Background: an optimization exercise with open tools, aiming at small area, a short achievable clock period and few clock cycles per item. Do not read the settings as production practice. RTL that was checked went through simulation tests only; none was proved equivalent to the original. Power and IR drop assume default switching activity.

## sierra
Design axi_stream_insert_header, start of the top module:
module axi_stream_insert_header#(
    parameter DATA_WD = 32,
    parameter DATA_BYTE_WD = DATA_WD / 8,
    parameter BYTE_CNT_WD = $clog2(DATA_BYTE_WD)
    )(
    input                       clk,
    input                       rst_n,
    input                       valid_in,
    input [DATA_WD-1 : 0]       data_in,
    input [DATA_BYTE_WD-1 : 0]  keep_in,
    input                       last_in,
    output                      ready_in,
    output                      valid_out,
    output [DATA_WD-1 : 0]      data_out,
    output [DATA_BYTE_WD-1 : 0] keep_out,
    output                      last_out,
    input                       ready_out,
    input                       valid_insert,
    input [DATA_WD-1 : 0]       header_insert,
    input [DATA_BYTE_WD-1 : 0]  keep_insert,
    input [BYTE_CNT_WD : 0]     byte_insert_cnt,
    output                      ready_insert
);
localparam NB = DATA_BYTE_WD;
localparam BW = BYTE_CNT_WD;
reg                 in_hdr;
reg                 in_data;
reg                 in_tail;
reg [NB-1:0]        hsel;    
reg [1:0]           tkeep;   
reg [DATA_WD-9:0]   carry;   
wire hdr_full = keep_insert[NB-1];
wire h1 = hsel[1];
wire h2 = hsel[2];
wire h3 = hsel[3];
wire k2 = keep_in[2];
wire k1 = keep_in[1];
wire k0 = keep_in[0];
wire ovf = (h1 & k0) | (h2 & k1) | (h3 & k2);
wire [NB-2:0] lkeep = {h1 | h2 | h3 | k2,
                       h2 | h3 | (h1 & k2) | k1,
                       h3 | (h2 & k2) | (h1 & k1) | k0};
wire [1:0] nkeep = {(h3 & k1) | (h2 & k0), h3 & k0};
reg [DATA_WD-1:0] window;
integer j, k;
always @(*) begin
    window = in_hdr ? header_insert : {DATA_WD{1'b0}};
    for (k = 0; k < NB; k = k + 1)
        if (hsel[k])
            window = window | ({carry, data_in} >> (8 * k));
end
wire last_beat = in_data & last_in & ~ovf;      
wire end_pkt   = last_beat & valid_in;
assign valid_out    = in_tail | (in_data & valid_in) | (in_hdr & valid_insert & hdr_full);
assign ready_in     = in_data & ready_out;
assign ready_insert = (in_hdr & (~hdr_full | ready_out)) |
                      (~hdr_full & ready_out & (in_tail | end_pkt));
assign data_out = window;
assign last_out = in_tail | last_beat;
assign keep_out = in_tail   ? {1'b1, tkeep, 1'b0} :
                  last_beat ? {1'b1, lkeep} : {NB{1'b1}};
wire take_in  = ready_in & valid_in;
wire take_hdr = ready_insert & valid_insert;
  ...
Size: ~33 flip-flops.
Settings: LEC_CHECK=0, ABC_CLOCK_PERIOD_IN_PS=1500, CAP_MARGIN=20, CORE_MARGIN=2, CORE_UTILIZATION=40, PLACE_DENSITY=0.6, SLEW_MARGIN=20; clock period 4.5 ns.
standard.sh (not shown) runs the stock make flow with config.mk's settings and CLKGATE_MAP_FILE= SYNTH_SCRIPT=/design/flow/synth_recipe.tcl, a recipe that flattens the netlist after the stock synthesis.
==> flow/flow/run.sh <==
#!/bin/bash
# Standard layout, with each port buffered by a small buffer instead of
# the delay cell that buffer_ports picks by default.
set -euo pipefail
export BUFFER_PORTS_ARGS="-buffer_cell sky130_fd_sc_hd__buf_1"
bash standard.sh > standard.log 2>&1
sierra went all the way through synthesis, placement and routing and the layout is clean on timing, DRC and antenna.
Input changes introduced in ember (baseline for comparison: sierra):
- a deleted ABC_CLOCK_PERIOD_IN_PS that had been 1500
- an added SETUP_SLACK_MARGIN of 2.1
## What came out
- From sierra to ember the numbers moved as follows: number of ordinary and repair buffers in the finished layout grew by 27%, power dissipated by switching net loads grew by about 20%, part of the cycle the worst path needs shrank by 5.0 points, global-route usage grew by 3.4 points.
- For global-route wire length before repair, dividing the value from ember by the value from sierra gives 1.17.
- Between ember and sierra, the worst hold slack is lower for ember.
- Clock-buffer cell count: ember vs sierra down 1
- | power | ember vs sierra | worse |
- As far as cell total after placement is concerned, sierra and ember perform about the same.
- The setup slack of ember is larger than that of sierra.
The following lists how harbor was set up differently from ember:
- SETUP_SLACK_MARGIN now 1.8, was 2.1
==> run notes <==
Relative to ember, clock distribution power has increased by about 1% in harbor.
Re all-layer global routing usage: ember and harbor aren't equal, and the higher value belongs to ember.
In the tables for ember and harbor, final design area excluding fillers reads higher with ember.
Total power, harbor vs ember: down by more than 10%
Function was not checked in any run of this note: the RTL went through the layout flow alone.

axi_stream_insert_header, a different RTL version from the one above (not shown whole).
Size: roughly 300 cells after synthesis, about 2400 sq um of cells after synthesis.
export LEC_CHECK = 0
export CAP_MARGIN = 20
export CORE_MARGIN = 2
export CORE_UTILIZATION = 40
export PLACE_DENSITY = 0.6
export SLEW_MARGIN = 20
create_clock -name core_clock -period 4.5 [get_ports {clk}]
Scripts as last shown in full above: flow/flow/run.sh
Testbench counts at the start, summed over its fixed seeds: cycles 8,282, bytes 30,700.
==> next run, changes <==
--- a/flow/config.mk
+++ b/flow/config.mk
@@ -6,4 +6,5 @@
 export NUM_CORES = 4
 export LEC_CHECK = 0
+export ABC_CLOCK_PERIOD_IN_PS = 300
 export CAP_MARGIN = 20
 export CORE_MARGIN = 2
The changed run finished clean.
Die area does not change.
Routed wire length stays the same.
Total power does not change.
Non-clock buffer count does not change.
Setup slack stays the same.
Critical path depth is unchanged.
Clock power hardly moves.
Combinational power is about the same.
Global-route usage stays the same.
==> next run, changes <==
==> flow/flow/run.sh (replaced) <==
#!/bin/bash
# Standard layout, with each port buffered by a small buffer instead of
# the delay cell that buffer_ports picks by default, and a clock tree
# without dummy loads.
set -euo pipefail
export BUFFER_PORTS_ARGS="-buffer_cell sky130_fd_sc_hd__buf_1"
export CTS_ARGS="-sink_clustering_enable -repair_clock_nets -dont_use_dummy_load"
bash standard.sh > standard.log 2>&1
--- a/flow/config.mk
+++ b/flow/config.mk
@@ -6,8 +6,9 @@
 export NUM_CORES = 4
 export LEC_CHECK = 0
-export ABC_CLOCK_PERIOD_IN_PS = 300
+export ABC_AREA = 1
 export CAP_MARGIN = 20
 export CORE_MARGIN = 2
 export CORE_UTILIZATION = 40
 export PLACE_DENSITY = 0.6
+export SETUP_SLACK_MARGIN = 1.9
 export SLEW_MARGIN = 20
The changed run finished with timing, DRC and antenna clean; sequential power climbs by about 2%; synthesized area is higher by about 8%; clock-buffer cell count shrinks by 1; design area increases by about 7.5%; global-route usage grows by 1.8 points; sequential cell count stays the same; setup slack gains 0.37 ns; wire length grows by about 18%; sequential share of layout area shrinks by 1.4 points.
==> next run, changes <==
==> flow/flow/run.sh (replaced) <==
#!/bin/bash
# Standard layout, with each port buffered by a small buffer instead of
# the delay cell that buffer_ports picks by default, and a clock tree of
# one sink cluster without dummy loads.
set -euo pipefail
export BUFFER_PORTS_ARGS="-buffer_cell sky130_fd_sc_hd__buf_1"
export CTS_ARGS="-sink_clustering_enable -repair_clock_nets -dont_use_dummy_load -sink_clustering_size 50 -sink_clustering_max_diameter 200 -buf_list sky130_fd_sc_hd__clkbuf_8"
bash standard.sh > standard.log 2>&1
--- a/flow/config.mk
+++ b/flow/config.mk
@@ -6,9 +6,7 @@
 export NUM_CORES = 4
 export LEC_CHECK = 0
-export ABC_AREA = 1
 export CAP_MARGIN = 20
 export CORE_MARGIN = 2
-export CORE_UTILIZATION = 40
-export PLACE_DENSITY = 0.6
-export SETUP_SLACK_MARGIN = 1.9
+export CORE_UTILIZATION = 70
+export PLACE_DENSITY = 0.8
 export SLEW_MARGIN = 20
Outcome: Setup slack is worse by 0.46 ns; worst hold slack is better by 0.060 ns; synthesized cell count goes down by 32%; routed wire length goes down by 16%; utilization goes up by 36 points; power goes down by 7.1%; maximum frequency goes down by 15%; non-clock buffer count goes down by 2.

Starting RTL as in the previous note.
==> flow/config.mk <==
export PLATFORM = sky130hd
export DESIGN_NAME = axi_stream_insert_header
export DESIGN_NICKNAME = axi_stream_insert_header
export VERILOG_FILES = /design/flow/design.v
export SDC_FILE = /design/flow/constraint.sdc
export NUM_CORES = 4
export LEC_CHECK = 0
export CAP_MARGIN = 20
export CORE_MARGIN = 2
export CORE_UTILIZATION = 40
export PLACE_DENSITY = 0.6
export SETUP_SLACK_MARGIN = 1.6
export SLEW_MARGIN = 20
==> flow/constraint.sdc <==
create_clock -name core_clock -period 4.5 [get_ports {clk}]
set_input_delay 0.9000 -clock core_clock [delete_from_list [all_inputs] [get_ports {clk}]]
set_output_delay 0.9000 -clock core_clock [all_outputs]
set_load 0.01 [all_outputs]
==> flow/flow/run.sh <==
#!/bin/bash
# Standard layout, with each port buffered by a small buffer instead of
# the delay cell that buffer_ports picks by default, and a clock tree
# without dummy loads.
set -euo pipefail
export BUFFER_PORTS_ARGS="-buffer_cell sky130_fd_sc_hd__buf_1"
export CTS_ARGS="-sink_clustering_enable -repair_clock_nets -dont_use_dummy_load"
bash standard.sh > standard.log 2>&1
Testbench counts at the start, summed over its fixed seeds: cycles 8,282, bytes 30,700.
==> next run, changes <==
ABC_AREA = 1   (was not set)
SETUP_SLACK_MARGIN = 2.1   (was 1.6)
Result:
- die area came out higher by 7.6%
- global-route usage came out higher by 5.4 points
- flip-flop and latch count stays the same
- wire length came out higher by 43%
- design area came out higher by 39%
- combinational power came out higher by 64%
- setup slack improved by 340 ps
- register-to-register slack improved by 90 ps
- via count came out higher by 26%
- total power came out higher by 33%
==> next run, changes <==
==> flow/flow/run.sh (replaced) <==
#!/bin/bash
# Standard layout, with each port buffered by a small buffer instead of
# the delay cell that buffer_ports picks by default.
set -euo pipefail
export BUFFER_PORTS_ARGS="-buffer_cell sky130_fd_sc_hd__buf_1"
bash standard.sh > standard.log 2>&1
ABC_AREA = not set   (was 1)
SETUP_SLACK_MARGIN = 2.0   (was 2.1)
Result: Setup slack got worse by 220 ps. Hold slack gets better by 56 ps. Clock skew stays flat. Total power drops by 18%. Cell count goes down by 24%. Non-clock buffer count came out lower by 9. Cell area falls by 21%. Clock-buffer cell count rises by 3. Synthesized area drops by 7.4%. Die area came out lower by 7.1%.
==> next run, changes <==
--- a/flow/flow/run.sh
+++ b/flow/flow/run.sh
@@ -3 +3,2 @@
-# the delay cell that buffer_ports picks by default.
+# the delay cell that buffer_ports picks by default, and a clock tree
+# without dummy loads.
@@ -5,0 +7 @@
+export CTS_ARGS="-sink_clustering_enable -repair_clock_nets -dont_use_dummy_load"
ABC_AREA = 1   (was not set)
SETUP_SLACK_MARGIN = 1.6   (was 2.0)
Result:
- The changed run completed with no timing, DRC or antenna violations
- sequential power grows by 8.4%
- synthesized cell count grows by 46%
- total power shrinks by 5.5%

axi_stream_insert_header, a different RTL version from the one above (not shown whole).
For scale: about 270 cells after synthesis, ~0.0028 mm^2 of cells after synthesis.
Settings: LEC_CHECK=0, CAP_MARGIN=20, CORE_MARGIN=2, CORE_UTILIZATION=70, PLACE_DENSITY=0.8, SETUP_SLACK_MARGIN=2.4, SLEW_MARGIN=20; clock period 4.5 ns.
==> flow/flow/run.sh <==
#!/bin/bash
# Standard layout, with each port buffered by a small buffer instead of
# the delay cell that buffer_ports picks by default.
set -euo pipefail
export BUFFER_PORTS_ARGS="-buffer_cell sky130_fd_sc_hd__buf_1"
bash standard.sh > standard.log 2>&1
The baseline aborted during clock tree synthesis (DPL-0038).
==> next run, changes <==
==> flow/run.sh (new file) <==
#!/bin/bash
# synth_recipe.tcl (not shown) runs the flow's synth.tcl, then flattens the netlist and writes it again
# the make line also repeats each setting of config.mk as NAME=value (left out here)
make -C /OpenROAD-flow-scripts/flow DESIGN_CONFIG=/design/flow/config.mk WORK_HOME=/design/flow/orfs CLKGATE_MAP_FILE= SYNTH_SCRIPT=/design/flow/synth_recipe.tcl finish
- CORE_UTILIZATION: 70 -> 40
- PLACE_DENSITY: 0.8 -> 0.6
- SETUP_SLACK_MARGIN: 2.4 -> unset
removed: flow/flow/run.sh
removed: flow/standard.sh
After rerunning:
- The changed run completed without violations
- synthesized area is unchanged
- synthesized cell count does not change
==> next run, changes <==
==> flow/flow/run.sh (new file) <==
#!/bin/bash
# Standard layout, with each port buffered by a small buffer instead of
# the delay cell that buffer_ports picks by default.
set -euo pipefail
export BUFFER_PORTS_ARGS="-buffer_cell sky130_fd_sc_hd__buf_1"
bash standard.sh > standard.log 2>&1
==> flow/standard.sh (new file) <==
#!/bin/bash
# synth_recipe.tcl (not shown) runs the flow's synth.tcl, then flattens the netlist and writes it again
# the make line also repeats each setting of config.mk as NAME=value (left out here)
make -C /OpenROAD-flow-scripts/flow DESIGN_CONFIG=/design/flow/config.mk WORK_HOME=/design/flow/orfs CLKGATE_MAP_FILE= SYNTH_SCRIPT=/design/flow/synth_recipe.tcl "${@:-finish}"
- SETUP_SLACK_MARGIN: unset -> 2.4
removed: flow/run.sh
Result: Count of clock-buffer cells in the layout stays the same. Combinational power rose by 29%. Worst setup slack improves by 0.96 ns. Non-clock buffer count rose by 40. Cell area rose by 13%.
No run of this note included a check of the RTL's function; only the layout flow was run.

oak:
Another version of the RTL of axi_stream_insert_header (not shown whole).
Size: ~430 cells after synthesis, about 34 flip-flops, about 120 I/O pins, ~2500 µm² of cells after synthesis.
export LEC_CHECK = 0
export ABC_AREA = 1
export CAP_MARGIN = 20
export CORE_MARGIN = 2
export CORE_UTILIZATION = 40
export PLACE_DENSITY = 0.6
export SETUP_SLACK_MARGIN = 2.0
export SLEW_MARGIN = 20
create_clock -name core_clock -period 4.5 [get_ports {clk}]
==> flow/flow/run.sh <==
#!/bin/bash
# Standard layout, with each port buffered by a small buffer instead of
# the delay cell that buffer_ports picks by default, and a clock tree
# without dummy loads.
set -euo pipefail
export BUFFER_PORTS_ARGS="-buffer_cell sky130_fd_sc_hd__buf_1"
export CTS_ARGS="-sink_clustering_enable -repair_clock_nets -dont_use_dummy_load"
bash standard.sh > standard.log 2>&1
Testbench counts of oak, summed over its fixed seeds: cycles 8,282, bytes 30,700.
Relative to oak, the following input files were edited for pine:
- swapping 2.0 for 1.6 in SETUP_SLACK_MARGIN
Summary of pine over oak: total chip power went down; post-layout worst setup margin lost 0.22 ns. Post-layout instance area came out lower on pine than on oak. Going from oak to pine, total leakage power shrank by more than 10%. Looking at share of the cycle needed by the critical path after routing, pine sits above oak. Of the two values seen for termination of the worst setup path, data_out[25] was produced by pine and data_out[19] by oak. On pine: routed wire length is 610 µm lower than what oak gave. Reported for oak and pine, number of nets with antenna violations after detailed routing turned out identical to the last digit. Against oak as the reference, pine delivers a lower count of plain and timing-repair buffers in the layout. From oak to pine, H-tree depth did not move at all.

==> separate check: timing with driven ports <==
The flow's constraints put no driver on any port. The routed layouts listed below were extracted and timed again, unchanged, in two steps.
Step 1 assumes that a clkbuf_16 drives the clock port and a buf_2 every other input.
Step 2 moves the port delays by t, midway between the first and last clock arrival at a register: inputs arrive t later, outputs are due t later. That takes back most of the time a late clock gives input paths.
Slacks: ideal / step 1 / step 2; pairs: ideal / step 1.
run | shift t [ns] | setup slack, ns | worst setup path at the end | worst register clock-pin slew, ns | pins driven straight from the clock port
sierra | 0.308 | 1.306 / 1.285 / 1.124 | input to register | 0.07 / 0.07 | 1
ember | 0.315 | 1.532 / 1.480 / 1.480 | input to output | 0.08 / 0.08 | 1
harbor | 0.313 | 1.441 / 1.402 / 1.225 | input to register | 0.07 / 0.07 | 1
the first run of note 2 | 0.311 | 1.571 / 1.543 / 1.543 | input to output | 0.08 / 0.08 | 1
the second run of note 2 | 0.311 | 1.571 / 1.543 / 1.543 | input to output | 0.08 / 0.08 | 1
the third run of note 2 | 0.311 | 1.944 / 1.923 / 1.851 | input to register | 0.07 / 0.07 | 1
the fourth run of note 2 | 0.308 | 1.484 / 1.459 / 1.445 | input to register | 0.07 / 0.07 | 1
the first run of note 3 | 0.303 | 1.680 / 1.653 / 1.653 | input to output | 0.08 / 0.08 | 1
the second run of note 3 | 0.311 | 2.018 / 1.976 / 1.836 | input to register | 0.07 / 0.07 | 1
the third run of note 3 | 0.300 | 1.797 / 1.743 / 1.743 | input to output | 0.07 / 0.07 | 1
the fourth run of note 3 | 0.309 | 1.853 / 1.825 / 1.906 | input to register | 0.07 / 0.07 | 1
the second run of note 4 | 0.311 | 0.769 / 0.746 / 0.746 | input to output | 0.07 / 0.07 | 1
the third run of note 4 | 0.308 | 1.730 / 1.703 / 1.591 | input to register | 0.07 / 0.07 | 1
oak | 0.305 | 2.010 / 1.977 / 1.977 | input to output | 0.08 / 0.08 | 1
pine | 0.299 | 1.792 / 1.762 / 1.845 | input to output | 0.08 / 0.08 | 1
After both steps setup and hold are still met in every run listed. For harbor, which loses most, drivers alone change the setup slack by -0.039 ns; drivers and shift together by -0.216 ns.
